From an optimization exercise on the open Yosys and OpenROAD flow, aimed at small area, a short achievable clock period and few clock cycles; shortcuts taken in it are not production practice.
Where RTL was checked, it was by simulation tests only, not by an equivalence proof against the original.
The clock input has no modelled driver; a real chip could not lean on it and would need a root buffer or a full tree.
Power and IR drop assume default switching activity.

Setup of old:
Design linear_layer_with_mem, start of the top module:
module linear_layer_with_mem #(
    parameter DATA_WIDTH    = 8,
    parameter W_WIDTH       = 8,
    parameter ACC_WIDTH     = 32,
    parameter ADDR_WIDTH    = 8,
    parameter DATABUS_WIDTH = 32,
    parameter N = 8,
    parameter M = 8
)(
    input  wire clk,
    input  wire rst,
    input  wire start,
    input  wire [ADDR_WIDTH-1:0] activ_base,
    input  wire [ADDR_WIDTH-1:0] weight_base,
    input  wire [ADDR_WIDTH-1:0] bias_base,
    input  wire [ADDR_WIDTH-1:0] output_base,
    output reg mem_w,
    output reg mem_sel,
    output reg done,
    output reg out_valid,
    output wire [ADDR_WIDTH-1:0]    address_bus,
    input  wire [DATABUS_WIDTH-1:0] data_bus_in,
    output wire [DATABUS_WIDTH-1:0] data_bus_out,
    input  wire                     ready
);
==> module linear_layer_with_mem, before the edit <==
module linear_layer_with_mem #(
    parameter DATA_WIDTH    = 8,
    parameter W_WIDTH       = 8,
    parameter ACC_WIDTH     = 32,
    parameter ADDR_WIDTH    = 8,
    parameter DATABUS_WIDTH = 32,
    parameter N = 8,
    parameter M = 8
)(
    input  wire clk,
    input  wire rst,
    input  wire start,
    input  wire [ADDR_WIDTH-1:0] activ_base,
    input  wire [ADDR_WIDTH-1:0] weight_base,
    input  wire [ADDR_WIDTH-1:0] bias_base,
    input  wire [ADDR_WIDTH-1:0] output_base,
    output reg mem_w,
    output reg mem_sel,
    output reg done,
    output reg out_valid,
    output wire [ADDR_WIDTH-1:0]    address_bus,
    input  wire [DATABUS_WIDTH-1:0] data_bus_in,
    output wire [DATABUS_WIDTH-1:0] data_bus_out,
    input  wire                     ready
);
    localparam PH_IDLE = 3'b100, PH_ACT = 3'b000, PH_BIAS = 3'b001,
               PH_WGT = 3'b010, PH_OUT = 3'b011, PH_DONE = 3'b111;
    reg [2:0] phase;
    reg [2:0] i, j;        
    reg [3:0] st;          
    wire      busy = |st;
    reg       rdy_q, rdy_qq, rdy_q3;   
    reg [7:0]  act [0:7];
    reg [8:0]  wq;         
    reg [15:0] bl;         
    reg        pneg;       
    wire       psgn = bl[15];   
    reg [31:0] r;
    reg [7:0]  address;
    assign address_bus  = address;
    assign data_bus_out = r;
    wire xfer = mem_sel & ready;
    wire [2:0] trip = wq[2:0];
    wire [7:0] a = act[0];
    wire s_neg = trip[2] & ~(trip[1] & trip[0]);
    wire s_one = trip[1] ^ trip[0];
    wire s_two = (trip[2] & ~trip[1] & ~trip[0]) | (~trip[2] & trip[1] & trip[0]);
    wire [9:0] ppx = (({10{s_one}} & {{2{a[7]}}, a}) |
                      ({10{s_two}} & {a[7], a, 1'b0})) ^ {10{s_neg}};
    reg  [15:0] bsh;
    always @* begin
        bsh = ({16{st[0]}} & {{6{ppx[9]}}, ppx}) |
              ({16{st[1]}} & {{4{ppx[9]}}, ppx, {2{s_neg}}}) |
              ({16{st[2]}} & {{2{ppx[9]}}, ppx, {4{s_neg}}}) |
              ({16{st[3]}} & {ppx, {6{s_neg}}});
    end
    wire [15:0] bl_n   = busy ? bsh : 16'd0;
    wire        pneg_n = busy & s_neg;
    wire [15:0] lsum;
    wire        c16;
    llwm_add16 u_add (.a(r[15:0]), .b(bl), .ci(pneg), .s(lsum), .co(c16));
    wire [15:0] hpm;
    llwm_hi u_hi (.h(r[31:16]), .sgn(psgn), .o(hpm));
    wire [31:0] sum = {r[31:16] ^ (hpm & {16{c16 ^ psgn}}), lsum};
    reg [7:0] nbase;
    always @* begin
        case (phase[1:0])
            2'd0: nbase = activ_base;
            2'd1: nbase = bias_base;
            2'd2: nbase = weight_base;
            default: nbase = output_base;
        endcase
    end
    wire [5:0] off  = {i & {3{phase[1] & ~phase[0]}}, j | (i & {3{phase[0]}})};
    wire [5:0] offg = off & {6{rdy_q3}};
    wire [7:0] addr_n = (phase[2] | rdy_qq) ? nbase : address + {2'd0, offg};
    wire stopped = phase[2];
    wire [1:0] region = phase[1:0];
    wire last_w = (phase == PH_WGT) & (j == 3'd7);
    always @(posedge clk or posedge rst) begin
        if (rst) begin
            phase <= PH_IDLE;
            i <= 0; j <= 0; st <= 0;
            rdy_q <= 0; rdy_qq <= 0; rdy_q3 <= 0;
            mem_sel <= 0; mem_w <= 0;
            done <= 0; out_valid <= 0;
        end else begin
            rdy_q <= xfer;
            rdy_qq <= rdy_q;
            rdy_q3 <= rdy_qq;
            out_valid <= mem_w & (xfer | rdy_q);
            mem_w <= (phase == PH_OUT);
            st <= {st[2:0], xfer & (phase == PH_WGT)};
            if (xfer && phase == PH_OUT && i == 3'd7) done <= 1;
            if (stopped)
                mem_sel <= (region == 2'd0) & start;
            else
                mem_sel <= ~xfer & ~done & ~(rdy_q & last_w) & ~(rdy_qq & (region == 2'd3));
            if (stopped) begin
                if (region == 2'd0 && start) phase[2] <= 1'b0;
            end else if (rdy_q && region == 2'd3 && i == 3'd7)
                phase[2] <= 1'b1;
            if (!stopped && rdy_q) begin
                case (region)
                    2'd0: begin
                        j <= j + 3'd1;
                        if (j == 3'd7) phase[1:0] <= 2'd1;
                    end
                    2'd1: phase[1:0] <= 2'd2;
                    2'd2: begin
                        j <= j + 3'd1;
                        if (j == 3'd7) phase[1:0] <= 2'd3;
                    end
                    default: begin
                        i <= i + 3'd1;
                        if (i != 3'd7) phase[1:0] <= 2'd1;
                    end
                endcase
            end
        end
    end
    wire rot = st[3];
    wire act_ph = (phase == PH_ACT);
    wire act_last = rdy_q & (j == 3'd7);
    integer n;
    always @(posedge clk) begin
        address <= addr_n;
        wq <= busy ? {2'b00, wq[8:2]} : {data_bus_in[7:0], 1'b0};
        bl <= bl_n;
        pneg <= pneg_n;
        if (act_ph && !act_last)
            act[7] <= data_bus_in[7:0];
        else if (rot)
            act[7] <= act[0];
        if ((act_ph && rdy_q && !act_last) || rot)
            for (n = 0; n < 7; n = n + 1) act[n] <= act[n+1];
        r <= (phase == PH_BIAS && !rdy_q) ? data_bus_in : sum;
    end
endmodule
clock: 11.0 ns
lec_check: 0
abc_area: 1
cap_margin: 20
core_margin: 2
core_utilization: 65
slew_margin: 20
standard.sh (not shown) runs the stock make flow with config.mk's settings and CLKGATE_MAP_FILE= SYNTH_SCRIPT=/design/flow/synth_recipe.tcl, a recipe that flattens the netlist after the stock synthesis.
==> flow/flow/run.sh <==
#!/bin/bash
# Own layout flow: the standard ORFS flow (standard.sh; the synthesis is
# the standard one, run first on its own), with
#  - the make settings listed in flow/knobs.txt (one per line, @WORK@ stands
#    for the work folder): small port buffers and timing repair aimed past the
#    clock period;
#  - the clock tree built by flow/mycts.tcl instead of TritonCTS: the clock
#    port drives a few root cells, each driving some of the leaf cells, each
#    leaf driving the flip-flops of one region; every flip-flop has the same
#    cells on its clock path (two inverters: the clock keeps its polarity).
#    Only that call in a copy of ORFS's cts.tcl is changed.
# Each tool's full output goes to its ORFS log under orfs/logs/; make's own
# output goes to flow_make_*.log in the work folder.
set -euo pipefail
args=()
while IFS= read -r line; do
  [[ -z "$line" || "$line" == \#* ]] && continue
  args+=("${line//@WORK@/$PWD}")
done < flow/knobs.txt
bash standard.sh "${args[@]}" synth > flow_make_synth.log 2>&1
rm -rf myscripts
cp -r "$FLOW_HOME/scripts" myscripts
python3 - <<'PY'
p = 'myscripts/cts.tcl'
s = open(p).read()
old = 'log_cmd clock_tree_synthesis {*}$cts_args'
assert s.count(old) == 1
s = s.replace(old, 'source $::env(MYCTS_TCL)\nmy_cts_auto')
open(p, 'w').write(s)
PY
bash standard.sh "${args[@]}" "SCRIPTS_DIR=$PWD/myscripts" "MYCTS_TCL=$PWD/flow/mycts.tcl" finish > flow_make_finish.log 2>&1
# every port keeps its own buffer
FINAL_ODB=orfs/results/$FLOW_PLATFORM/linear_layer_with_mem/base/6_final.odb openroad -no_init -exit flow/check_ports.tcl > flow_check_ports.log 2>&1
Other scripts of this flow, unchanged in this note and not shown: flow/flow/check_ports.tcl, flow/flow/knobs.txt, flow/flow/mycts.tcl
Testbench counts of old, summed over its fixed seeds: cycles 85,824.
## Diff of input files: new against old
diff --git a/flow/design.v b/flow/design.v
--- a/flow/design.v
+++ b/flow/design.v
@@ -60,9 +60,9 @@
     wire        c16;
     llwm_add16 u_add (.a(r[15:0]), .b(bl), .ci(pneg), .s(lsum), .co(c16));
     wire [15:0] hpm;
     llwm_hi u_hi (.h(r[31:16]), .sgn(psgn), .o(hpm));
-    wire [31:0] sum = {r[31:16] ^ (hpm & {16{c16 ^ psgn}}), lsum};
+    wire [31:0] sum = {(c16 ^ psgn) ? r[31:16] ^ hpm : r[31:16], lsum};
     reg [7:0] nbase;
     always @* begin
         case (phase[1:0])
             2'd0: nbase = activ_base;
--- outcome ---
- On new: final instance area is 83 um2 higher than what old gave.
- The final reports for new and old show synthesized cell count lower in the former.
- Per the comparison of new with old, fmax fell about 3.3%; first-pass GRT wire length now smaller; clock share of power ~0 delta.
- Mapped cell area shrinks slightly when moving from old to new.
- Measured against each other, old and new differ in leakage component of the power, the higher figure coming from old.
- Summary: with old as the reference, power in new moved up by a few percent.
- On proportion of synthesized area in mux cells, old and new are basically level.
- Going from old to new, total routed wirelength went down about 1.7%, combinational fraction of design power higher, layout overhead on the synthesized area went up by 2.2 points, final core utilization went up by 1.1 points.
Only the layout flow was run in new; the RTL was not checked for function there. No run of this note takes its clock network from TritonCTS; it comes from the design's own scripts or RTL.

-- separate check: timing with driven ports --
The results above use ideal ports. As a check the final layouts listed here were re-extracted and re-timed, cells and wires unchanged. Step 1: set_driving_cell puts a clkbuf_16 on clk and a buf_2 on each other input, an assumption about the parent block. Step 2 also shifts input and output timing later by t, the mid clock arrival at the registers, as if the neighbouring blocks saw the same clock. Slacks: ideal / step 1 / step 2; pairs: ideal / step 1.
| run | t (ns) | setup slack, ns | clock arrival spread, ns | worst register clock-pin slew, ns |
|---|---|---|---|---|
| old | 0.273 | 8.107 / 7.970 / 8.134 | 0.015 / 0.015 | 0.08 / 0.08 |
| new | 0.283 | 8.008 / 7.862 / 8.094 | 0.029 / 0.030 | 0.09 / 0.09 |
After both steps every run listed still meets setup and hold.
